From an optimization exercise on the open Yosys and OpenROAD flow, aimed at small area and a short achievable clock period; shortcuts taken in it are not production practice. RTL that was checked went through simulation tests only; none was proved equivalent to the original. Power and IR drop assume default switching activity.

// mult_top
module mult_top(
    input clk,
    input  [15:0] x,
    input  [15:0] y,
    output [31:0] p_out
    );
    wire [8:0]  el, eh;
    wire        ec, sf0, s;
    wire [3:0]  nx, ny;
    wire [2:0]  fx, fy;
    elm_stage1 s1(.x(x), .y(y), .el(el), .ec(ec), .eh(eh), .sf0(sf0),
                  .nx(nx), .fx(fx), .ny(ny), .fy(fy), .s(s));
    reg [8:0]  el_r, eh_r;
    reg        ec_r, sf0_r, s_r, z_r;
    reg [6:0]  lx_r, ly_r;
    always @(posedge clk) begin
        el_r  <= el;
        ec_r  <= ec;
        eh_r  <= eh;
        sf0_r <= sf0;
        s_r   <= s;
        z_r   <= ~((x[13] | (|x[7:0])) & (y[13] | (|y[7:0])));
        lx_r  <= {nx, fx};
        ly_r  <= {ny, fy};
    end
    wire [7:0]  l = {1'b0, lx_r} + {1'b0, ly_r};
    wire [13:0] pl;
    wire [8:0]  ql, qh;
    wire        qc;
    elm_stage2 s2(.el(el_r), .ec(ec_r), .eh(eh_r), .sf0(sf0_r), .l(l), .s(s_r), .z(z_r),
                  .pl(pl), .ql(ql), .qc(qc), .qh(qh));
    reg [13:0] pl_q;
    reg [8:0]  ql_q, qh_q;
    reg        qc_q;
    always @(posedge clk) begin
        pl_q <= pl;
        ql_q <= ql;
        qc_q <= qc;
        qh_q <= qh;
    end
    assign p_out = {qh_q + {8'd0, qc_q}, ql_q, pl_q};
endmodule
For scale: ~69 flip-flops, about 0.0058 mm² of cells after synthesis.
export LEC_CHECK = 0
export ABC_AREA = 1
export CAP_MARGIN = 20
export CORE_MARGIN = 2
export CORE_UTILIZATION = 40
export SETUP_SLACK_MARGIN = 3.3
export SLEW_MARGIN = 20
create_clock -name core_clock -period 7.0 [get_ports {clk}]
standard.sh (not shown) runs the stock make flow with config.mk's settings and CLKGATE_MAP_FILE= SYNTH_SCRIPT=/design/flow/synth_recipe.tcl, a recipe that flattens the netlist after the stock synthesis.
==> flow/flow/run.sh <==
#!/bin/bash
# Layout flow: the standard ORFS flow (standard.sh) with two changes:
#  - Yosys's full/half adder extraction is off (ADDER_MAP_FILE empty), so ABC
#    maps the adders itself;
#  - the port buffers are sky130_fd_sc_hd__buf_2 instead of the delay buffer
#    buffer_ports picks by default.
# make's full output goes to flow_make.log; each tool's log is under orfs/logs/.
set -euo pipefail
cd "$(dirname "$0")/.."
bash standard.sh ADDER_MAP_FILE= "BUFFER_PORTS_ARGS=-buffer_cell sky130_fd_sc_hd__buf_2"  finish > flow_make.log 2>&1
==> next run, changes <==
Settings changed: CTS_BUF_LIST from default to sky130_fd_sc_hd__clkbuf_8, GPL_TIMING_DRIVEN from default to 0.
After rerunning: The changed run produced a clean layout; utilization goes down by 0.20 points; setup slack improves by 6.7 ps; design area fell slightly; clock-buffer cell count is unchanged; final cell count rose slightly; power goes down by a few percent; wire length goes up by a few percent; via count rises slightly; register-to-register slack is better by 430 ps.
==> next run, changes <==
Settings changed: GPL_TIMING_DRIVEN 0 to default, SETUP_SLACK_MARGIN 3.3 to 3.4.
Outcome: Maximum frequency hardly moves; count of clock-buffer cells in the layout stays the same; sequential power barely changes; cell count is lower slightly; worst setup slack loses 8.8 ps; sequential share of layout area barely changes; wire length went down slightly; hold slack gets worse by 10 ps; via count is lower slightly; combinational power stays flat; critical path depth is unchanged.

========
Starting RTL as in the previous note.
==> flow/config.mk <==
export PLATFORM = sky130hd
export DESIGN_NAME = mult_top
export DESIGN_NICKNAME = mult_top
export VERILOG_FILES = /design/flow/design.v
export SDC_FILE = /design/flow/constraint.sdc
export NUM_CORES = 4
export LEC_CHECK = 0
export ABC_AREA = 1
export CAP_MARGIN = 20
export CORE_MARGIN = 2
export CORE_UTILIZATION = 40
export CTS_BUF_LIST = sky130_fd_sc_hd__clkbuf_8
export CTS_CLUSTER_DIAMETER = 100
export CTS_CLUSTER_SIZE = 30
export SETUP_SLACK_MARGIN = 3.3
export SLEW_MARGIN = 20
==> flow/constraint.sdc <==
create_clock -name core_clock -period 7.0 [get_ports {clk}]
set_input_delay 1.4000 -clock core_clock [delete_from_list [all_inputs] [get_ports {clk}]]
set_output_delay 1.4000 -clock core_clock [all_outputs]
set_load 0.01 [all_outputs]
Scripts as last shown in full above: flow/flow/run.sh
Next try:
--- a/flow/config.mk
+++ b/flow/config.mk
@@ -12,4 +12 @@
-export CTS_BUF_LIST = sky130_fd_sc_hd__clkbuf_8
-export CTS_CLUSTER_DIAMETER = 100
-export CTS_CLUSTER_SIZE = 30
-export SETUP_SLACK_MARGIN = 3.3
+export SETUP_SLACK_MARGIN = 3.9
- design area increases by a quarter to a third
- synthesized area does not change
- combinational power increases by about a fifth
- synthesized cell count does not change
- global-route usage increases by 1.7 points
- clock-buffer cell count decreases by 1
- non-clock buffer count increases by 67
- power increases by about a fifth
- setup slack improved by 0.17 ns
- clock power increases by well over a third
- routed wire length increases by about a fifth
Next try:
--- a/flow/config.mk
+++ b/flow/config.mk
@@ -11,2 +11,3 @@
-export CORE_UTILIZATION = 40
-export SETUP_SLACK_MARGIN = 3.9
+export CORE_UTILIZATION = 60
+export CTS_BUF_LIST = sky130_fd_sc_hd__clkbuf_8
+export SETUP_SLACK_MARGIN = 3.3
Fmax falls by 6.9%.
Clock-buffer cell count falls by 3.
Cell count falls by 9.6%.

========
mult_top, a different RTL version from the one above (not shown whole).
Size: about 0.0060 sq mm of cells after synthesis.
## mult_top
module mult_top(
    input clk,
    input  [15:0] x,
    input  [15:0] y,
    output reg [31:0] p_out
    );
clock: 7.0 ns
lec_check: 0
abc_area: 0
cap_margin: 20
core_margin: 2
core_utilization: 40
slew_margin: 20
run.sh (not shown) runs the stock make flow with config.mk's settings and CLKGATE_MAP_FILE= SYNTH_SCRIPT=/design/flow/synth_recipe.tcl, a recipe that flattens the netlist after the stock synthesis.
Stock flow here: none of the scripts above is used.
The starting point completed with no timing, DRC or antenna violations.
Next try:
- ABC_AREA: 0 -> 1
Outcome: Combinational power rose by about 6%; via count came out higher by 3.5%; sequential power increases by about 2%; global-route usage rises by 0.11 points; area after synthesis grows by 8.6%; routed wire length fell by 1.2%; worst setup slack gets better by 0.35 ns; final cell count climbs by 24%; cell area increases by 6.0%; fmax rose by 5.6%.
No functional check of the RTL was part of any run of this note.

========
The RTL this note starts from:
==> flow/design.v <==
module elm_log13(
    input  [12:0] a,
    output [3:0]  n,
    output [2:0]  f
    );
    wire        z3 = ~|a[12:5];
    wire [12:0] a1 = z3 ? {a[4:0], 8'd0} : a;
    wire        z2 = ~|a1[12:9];
    wire [12:0] a2 = z2 ? {a1[8:0], 4'd0} : a1;
    wire        z1 = ~|a2[12:11];
    wire [12:0] a3 = z1 ? {a2[10:0], 2'd0} : a2;
    wire        z0 = ~a3[12];
    wire [11:0] a4 = z0 ? {a3[10:0], 1'b0} : a3[11:0];
    wire        az = ~a3[12] & ~a3[11];
    assign n = az ? 4'd0 : 4'd12 - {z3, z2, z1, z0};
    assign f = a4[11:9];
endmodule
module elm_stage1(
    input  [15:0] x,
    input  [15:0] y,
    output [17:0] e,
    output        sf0,
    output [3:0]  nx,
    output [2:0]  fx,
    output [3:0]  ny,
    output [2:0]  fy,
    output        s
    );
    wire x_one = x[13] ^ x[14];
    wire x_two = ~x_one & (x[15] ^ x[14]);
    wire x_neg = x[15] & ~(x[14] & x[13]);
    wire y_one = y[13] ^ y[14];
    wire y_two = ~y_one & (y[15] ^ y[14]);
    wire y_neg = y[15] & ~(y[14] & y[13]);
    wire [17:0] ys = {{2{y[15]}}, y};
    wire [17:0] xs = {{4{x[13]}}, x[13:0]};
    wire [17:0] pa = (({18{x_one}} & ys) | ({18{x_two}} & {ys[16:0], 1'b0})) ^ {18{x_neg}};
    wire [17:0] pb = (({18{y_one}} & xs) | ({18{y_two}} & {xs[16:0], 1'b0})) ^ {18{y_neg}};
    assign e = pa + pb + {17'd0, x_neg};
    assign sf0 = y_neg;
    elm_log13 lx(.a(x[12:0] ^ {13{x[13]}}), .n(nx), .f(fx));
    elm_log13 ly(.a(y[12:0] ^ {13{y[13]}}), .n(ny), .f(fy));
    wire nz = (x[13] | (|x[7:0])) & (y[13] | (|y[7:0]));
    assign s = nz & (x[13] ^ y[13]);
endmodule
module elm_stage2(
    input  [17:0] e,
    input         sf0,
    input  [7:0]  l,
    input         s,
    input         z,
    output [31:0] p
    );
    wire [4:0] k = l[7:3];
    wire [2:0] f = l[2:0];
    wire [28:0] d = {28'd0, ~z} << k;
    wire [25:0] a = d[25:0] | ({26{f[2]}} & d[26:1])
                            | ({26{f[1]}} & d[27:2])
                            | ({26{f[0]}} & d[28:3]);
    wire [27:0] m = {s, s, a ^ {26{s}}};
    wire        c14 = sf0 & (|m[13:0]);
    assign p[13:0]  = m[13:0] - {13'd0, sf0};
    assign p[31:14] = e + {{4{m[27]}}, m[27:14]} + {17'd0, c14};
endmodule
module mult_top(
    input clk,
    input  [15:0] x,
    input  [15:0] y,
    output reg [31:0] p_out
    );
    wire [17:0] e;
    wire        sf0, s;
    wire [3:0]  nx, ny;
    wire [2:0]  fx, fy;
    elm_stage1 s1(.x(x), .y(y), .e(e), .sf0(sf0),
                  .nx(nx), .fx(fx), .ny(ny), .fy(fy), .s(s));
    reg [17:0] e_r;
    reg        sf0_r, s_r, z_r;
    reg [6:0]  lx_r, ly_r;
    always @(posedge clk) begin
        e_r   <= e;
        sf0_r <= sf0;
        s_r   <= s;
        z_r   <= ~((x[13] | (|x[7:0])) & (y[13] | (|y[7:0])));
        lx_r  <= {nx, fx};
        ly_r  <= {ny, fy};
    end
    wire [7:0]  l = {1'b0, lx_r} + {1'b0, ly_r};
    wire [31:0] p;
    elm_stage2 s2(.e(e_r), .sf0(sf0_r), .l(l), .s(s_r), .z(z_r), .p(p));
    always @(posedge clk)
        p_out <= p;
endmodule
Settings: LEC_CHECK=0, ABC_AREA=1, CAP_MARGIN=20, CORE_MARGIN=2, CORE_UTILIZATION=65, PLACE_DENSITY=0.75, SETUP_SLACK_MARGIN=3.0, SLEW_MARGIN=20; clock period 7.0 ns.
standard.sh (not shown) runs the stock make flow with config.mk's settings and CLKGATE_MAP_FILE= SYNTH_SCRIPT=/design/flow/synth_recipe.tcl, a recipe that flattens the netlist after the stock synthesis.
Scripts as last shown in full above: flow/flow/run.sh
Then changed:
==> flow/run.sh (new file) <==
#!/bin/bash
# synth_recipe.tcl (not shown) runs the flow's synth.tcl, then flattens the netlist and writes it again
# the make line also repeats each setting of config.mk as NAME=value (left out here)
make -C /OpenROAD-flow-scripts/flow DESIGN_CONFIG=/design/flow/config.mk WORK_HOME=/design/flow/orfs CLKGATE_MAP_FILE= SYNTH_SCRIPT=/design/flow/synth_recipe.tcl finish
--- a/flow/config.mk
+++ b/flow/config.mk
@@ -8 +8 @@
-export ABC_AREA = 1
+export ABC_AREA = 0
@@ -11,3 +11,2 @@
-export CORE_UTILIZATION = 65
-export PLACE_DENSITY = 0.75
-export SETUP_SLACK_MARGIN = 3.0
+export CORE_UTILIZATION = 40
+export SETUP_SLACK_MARGIN = 3.5
removed: flow/flow/run.sh
removed: flow/standard.sh
Effect:
- sequential power barely changes
- via count went up by 8.0%
- global-route usage went down by 7.0 points
- die area went up by 72%
- final cell count went down by 2.6%
- routed wire length went up by 35%
- total power went up by 39%
- non-clock buffer count went up by 128
- worst hold slack improved by 0.0038 ns
- cell area went up by 42%
- clock skew stays flat
Then changed:
==> flow/flow/run.sh (new file) <==
#!/bin/bash
# Layout flow: the standard ORFS flow (standard.sh) with Yosys's full/half
# adder extraction turned off (ADDER_MAP_FILE empty), so that ABC maps the
# adders itself. Everything else, including the synthesis script, is standard.
set -euo pipefail
cd "$(dirname "$0")/.."
bash standard.sh ADDER_MAP_FILE= finish > flow_make.log 2>&1
==> flow/standard.sh (new file) <==
#!/bin/bash
# synth_recipe.tcl (not shown) runs the flow's synth.tcl, then flattens the netlist and writes it again
# the make line also repeats each setting of config.mk as NAME=value (left out here)
make -C /OpenROAD-flow-scripts/flow DESIGN_CONFIG=/design/flow/config.mk WORK_HOME=/design/flow/orfs CLKGATE_MAP_FILE= SYNTH_SCRIPT=/design/flow/synth_recipe.tcl "${@:-finish}"
--- a/flow/config.mk
+++ b/flow/config.mk
@@ -8 +8 @@
-export ABC_AREA = 0
+export ABC_AREA = 1
@@ -12 +11,0 @@
-export SETUP_SLACK_MARGIN = 3.5
removed: flow/run.sh
The changed run completed without violations.
Hold slack is better by 0.0033 ns.
Routed wire length is lower by 26%.
Design area went down by 25%.
Synthesized area drops by 7.5%.
Via count fell by 10%.
Worst setup slack improved by 0.059 ns.
Sequential power stays flat.
Flip-flop and latch count does not change.
Then changed:
--- a/flow/config.mk
+++ b/flow/config.mk
@@ -11,0 +12 @@
+export SETUP_SLACK_MARGIN = 4.0
=>
- The changed run completed without violations
- utilization rose by 23 points
- routed wire length rose by 50%
- global-route usage climbs by 4.8 points

-- afterwards: timing with drivers on the ports --
In the flow no input, the clock included, has a driving cell. The finished layouts below were timed again as built, in two steps. Step 1 assumes that a clkbuf_16 drives the clock port and a buf_2 every other input. Step 2, shift: input delay + t, output delay - t, t = (earliest + latest rising clock arrival at the registers) / 2. This alone moves slack from input paths to output paths. Slacks: no drivers / after step 1 / after step 2; pairs: no drivers / after step 1.
| run | t, ns | setup WS [ns] | worst register clock-pin slew, ns | cell pins on the clock port's net |
|---|---|---|---|---|
| the first run of note 1 | 0.364 | 3.601 / 3.608 / 3.244 | 0.06 / 0.06 | 1 |
| the second run of note 1 | 0.379 | 3.608 / 3.610 / 3.231 | 0.07 / 0.07 | 1 |
| the third run of note 1 | 0.379 | 3.599 / 3.602 / 3.224 | 0.08 / 0.08 | 1 |
| the first run of note 2 | 0.378 | 3.613 / 3.608 / 3.231 | 0.08 / 0.08 | 1 |
| the second run of note 2 | 0.370 | 3.779 / 3.695 / 3.325 | 0.06 / 0.06 | 1 |
| the third run of note 2 | 0.384 | 3.540 / 3.533 / 3.149 | 0.09 / 0.09 | 1 |
| the first run of note 3 | 0.368 | 0.441 / 0.441 / 0.441 | 0.06 / 0.06 | 1 |
| the second run of note 3 | 0.380 | 0.787 / 0.787 / 0.787 | 0.06 / 0.06 | 1 |
| the first run of note 4 | 0.388 | 3.231 / 3.224 / 2.837 | 0.08 / 0.08 | 1 |
| the second run of note 4 | 0.378 | 1.893 / 1.893 / 1.893 | 0.06 / 0.06 | 1 |
| the third run of note 4 | 0.367 | 1.951 / 1.964 / 1.597 | 0.06 / 0.06 | 1 |
| the fourth run of note 4 | 0.376 | 3.505 / 3.513 / 3.137 | 0.06 / 0.06 | 1 |
After both steps every run listed still meets setup and hold. The setup slack of the second run of note 2, which loses most, moves by -0.084 ns with the drivers and by -0.454 ns with both steps.
